This is an optimization exercise on Yosys and OpenROAD, whose aim is small area, not a production implementation. RTL that was checked went through simulation tests only; none was proved equivalent to the original. Power is estimated from default activity; no workload was simulated.

Setup of oak:
Design float_multiply, start of the top module:
module float_multiply (clk, reset, IN1, IN2, OUT);
input clk, reset;
input [31:0] IN1, IN2;
output [31:0] OUT;
reg [31:0] X1;
reg [31:0] X2;
reg [2:0]  stage;
reg [28:0] acc;     
reg [0:0]  cf;      
wire changed;
neq64 u_cmp (.a({IN2, IN1}), .b({X2, X1}), .y(changed));
wire st0 = (stage == 3'd0);
wire st7 = (stage == 3'd7);
wire [22:0] fa_m;
ao22x23 u_fam (.a(IN1[22:0]), .sa(st0), .b(X1[22:0]), .sb(~st0), .y(fa_m));
reg [4:0] win;
always @(*) begin
    case (stage)
        3'd0: win = {IN2[1:0], 3'b000};
        3'd1: win = X2[5:1];
        3'd2: win = X2[9:5];
        3'd3: win = X2[13:9];
        3'd4: win = X2[17:13];
        3'd5: win = X2[21:17];
        default: win = {3'b001, X2[22:21]};
    endcase
end
wire one0 = win[0] ^ win[1];
wire two0 = (win[2] & ~win[1] & ~win[0]) | (~win[2] & win[1] & win[0]);
wire neg0 = win[2] & ~(win[1] & win[0]);
wire one1 = win[2] ^ win[3];
  ...
export LEC_CHECK = 0
export CAP_MARGIN = 20
export CORE_MARGIN = 2
export CORE_UTILIZATION = 50
export CTS_BUF_LIST = sky130_fd_sc_hd__clkbuf_8
export SLEW_MARGIN = 20
export SYNTH_HIERARCHICAL = 1
create_clock -name core_clock -period 10.0 [get_ports {clk}]
standard.sh (not shown) runs the stock make flow with config.mk's settings and CLKGATE_MAP_FILE= SYNTH_SCRIPT=/design/flow/synth_recipe.tcl, a recipe that flattens the netlist after the stock synthesis.
==> flow/flow/run.sh <==
#!/bin/bash
# Standard layout, with the port buffers made from the smallest buffer cell
# and no dummy loads added to the clock tree.
set -euo pipefail
bash standard.sh \
  BUFFER_PORTS_ARGS="-buffer_cell sky130_fd_sc_hd__buf_1" \
  CTS_ARGS="-sink_clustering_enable -repair_clock_nets -buf_list sky130_fd_sc_hd__clkbuf_8 -dont_use_dummy_load" \
  finish > flow.log 2>&1
[inputs] pine vs oak
--- a/flow/design.v
+++ b/flow/design.v
@@ -25,22 +25,27 @@
 input [22:0] m;
 output [24:0] pp;
 wire [25:0] e = {neg, {{1'b1, m} ^ {24{neg}}}, neg};
 assign pp = ({25{one}} & e[25:1]) | ({25{two}} & e[24:0]);
 endmodule
 module ao22x23 (a, sa, b, sb, y);
 input [22:0] a, b;
 input sa, sb;
 output [22:0] y;
 assign y = (a & {23{sa}}) | (b & {23{sb}});
 endmodule
+module ao22s (a, sa, b, sb, y);
+input a, sa, b, sb;
+output y;
+assign y = (a & sa) | (b & sb);
+endmodule
 module float_multiply (clk, reset, IN1, IN2, OUT);
 input clk, reset;
 input [31:0] IN1, IN2;
 output [31:0] OUT;
 reg [31:0] X1;
 reg [31:0] X2;
 reg [2:0]  stage;
 reg [28:0] acc;     
 reg [0:0]  cf;      
 wire changed;
 neq64 u_cmp (.a({IN2, IN1}), .b({X2, X1}), .y(changed));
@@ -268,36 +273,48 @@
     fs17,
     fs15,
     fs13,
     fs11,
     fs9,
     fs7,
     fs5,
     fs3,
     fs1,
     fs0};
 wire [0:0] cf_n = {hc3};
+wire [40:0] xin = {IN2, IN1[31:23]};
+wire [40:0] xold = {X2, X1[31:23]};
+wire [29:0] anew = {cf_n, sum};
+wire [29:0] aold = {cf, acc};
+wire nst0 = ~st0;
+wire nst7 = ~st7;
+wire [40:0] xd;
+wire [29:0] ad;
+genvar gi;
+generate
+    for (gi = 0; gi < 41; gi = gi + 1) begin : g_xd
+        ao22s u_xd (.a(xin[gi]), .sa(st0), .b(xold[gi]), .sb(nst0), .y(xd[gi]));
+    end
+    for (gi = 0; gi < 30; gi = gi + 1) begin : g_ad
+        ao22s u_ad (.a(anew[gi]), .sa(nst7), .b(aold[gi]), .sb(st7), .y(ad[gi]));
+    end
+endgenerate
 always @(posedge clk) begin
     if (reset || (st7 && changed))
         stage <= 3'd0;
     else if (!st7)
         stage <= stage + 3'd1;
-    X1 <= {X1[31:23], fa_m};
-    if (st0) begin
-        X1[31:23] <= IN1[31:23];
-        X2 <= IN2;
-    end
-    if (!st7) begin
-        acc <= sum;
-        cf <= cf_n;
-    end
+    X1 <= {xd[8:0], fa_m};
+    X2 <= xd[40:9];
+    acc <= ad[28:0];
+    cf <= ad[29:29];
 end
 wire tc_in18 = 1'b0;
 wire tc_out18 = (acc[18] & cf[0]) | ((acc[18] | cf[0]) & tc_in18);
 wire p47 = acc[25] ^ (tc_out18 & (&acc[24:19]));
 wire np47 = ~p47;
 wire [25:0] u;
 wire [26:0] uc;
 assign u[0] = 1'b0;   
 assign uc[1] = acc[0] & np47;
 fa u_t1 (.a(acc[1]), .b(p47), .c(uc[1]), .s(u[1]), .co(uc[2]));
 assign u[25] = 1'b0;   
==> comparison <==
- pine: all stages complete, timing, DRC and antenna checks passed
- Min fraction of layout cells with a size suffix above 1 across pine and oak: oak
- oak → pine: net switching power higher, die area now smaller, synthesized area per cell -1.5 um^2, initial standard-cell utilization of the core fell 0.25 points.
- Note that the post-synthesis instance total recorded for oak amounts to 0.891 times the value seen in pine.
- Between pine and oak, it is pine whose portion of total power attributed to combinational logic is higher, by 11 points.
- Per-cell via count in the routed design, pine vs oak: up slightly
- On total power, pine does worse than oak.
The RTL of pine was laid out without a check of its function.

port drivers added, routing unchanged:
In the flow no input, the clock included, has a driving cell. The finished layouts below were timed again as built, in two steps. Step 1 sets driving cells, clkbuf_16 on the clock port and buf_2 on the other inputs (assumed; they add their load-dependent delay and slew). Step 2 times the ports against the registers' clock, not the clock port: input delays grow and output delays shrink by t, the midpoint of the rising clock arrivals with the driver on. Three values: ideal ports, drivers, drivers and shift; two values: the first two.
run | t, ns | setup slack, ns | worst setup path after step 2 | clock arrival spread, ns | pins driven straight from the clock port
oak | 0.402 | 0.558 / 0.558 / 0.325 | input to register | 0.031 / 0.031 | 1
pine | 0.404 | 0.549 / 0.549 / 0.226 | input to register | 0.024 / 0.025 | 1
After both steps every run listed still meets setup and hold. For pine, which loses most, drivers alone change the setup slack by 0.000 ns; drivers and shift together by -0.323 ns.
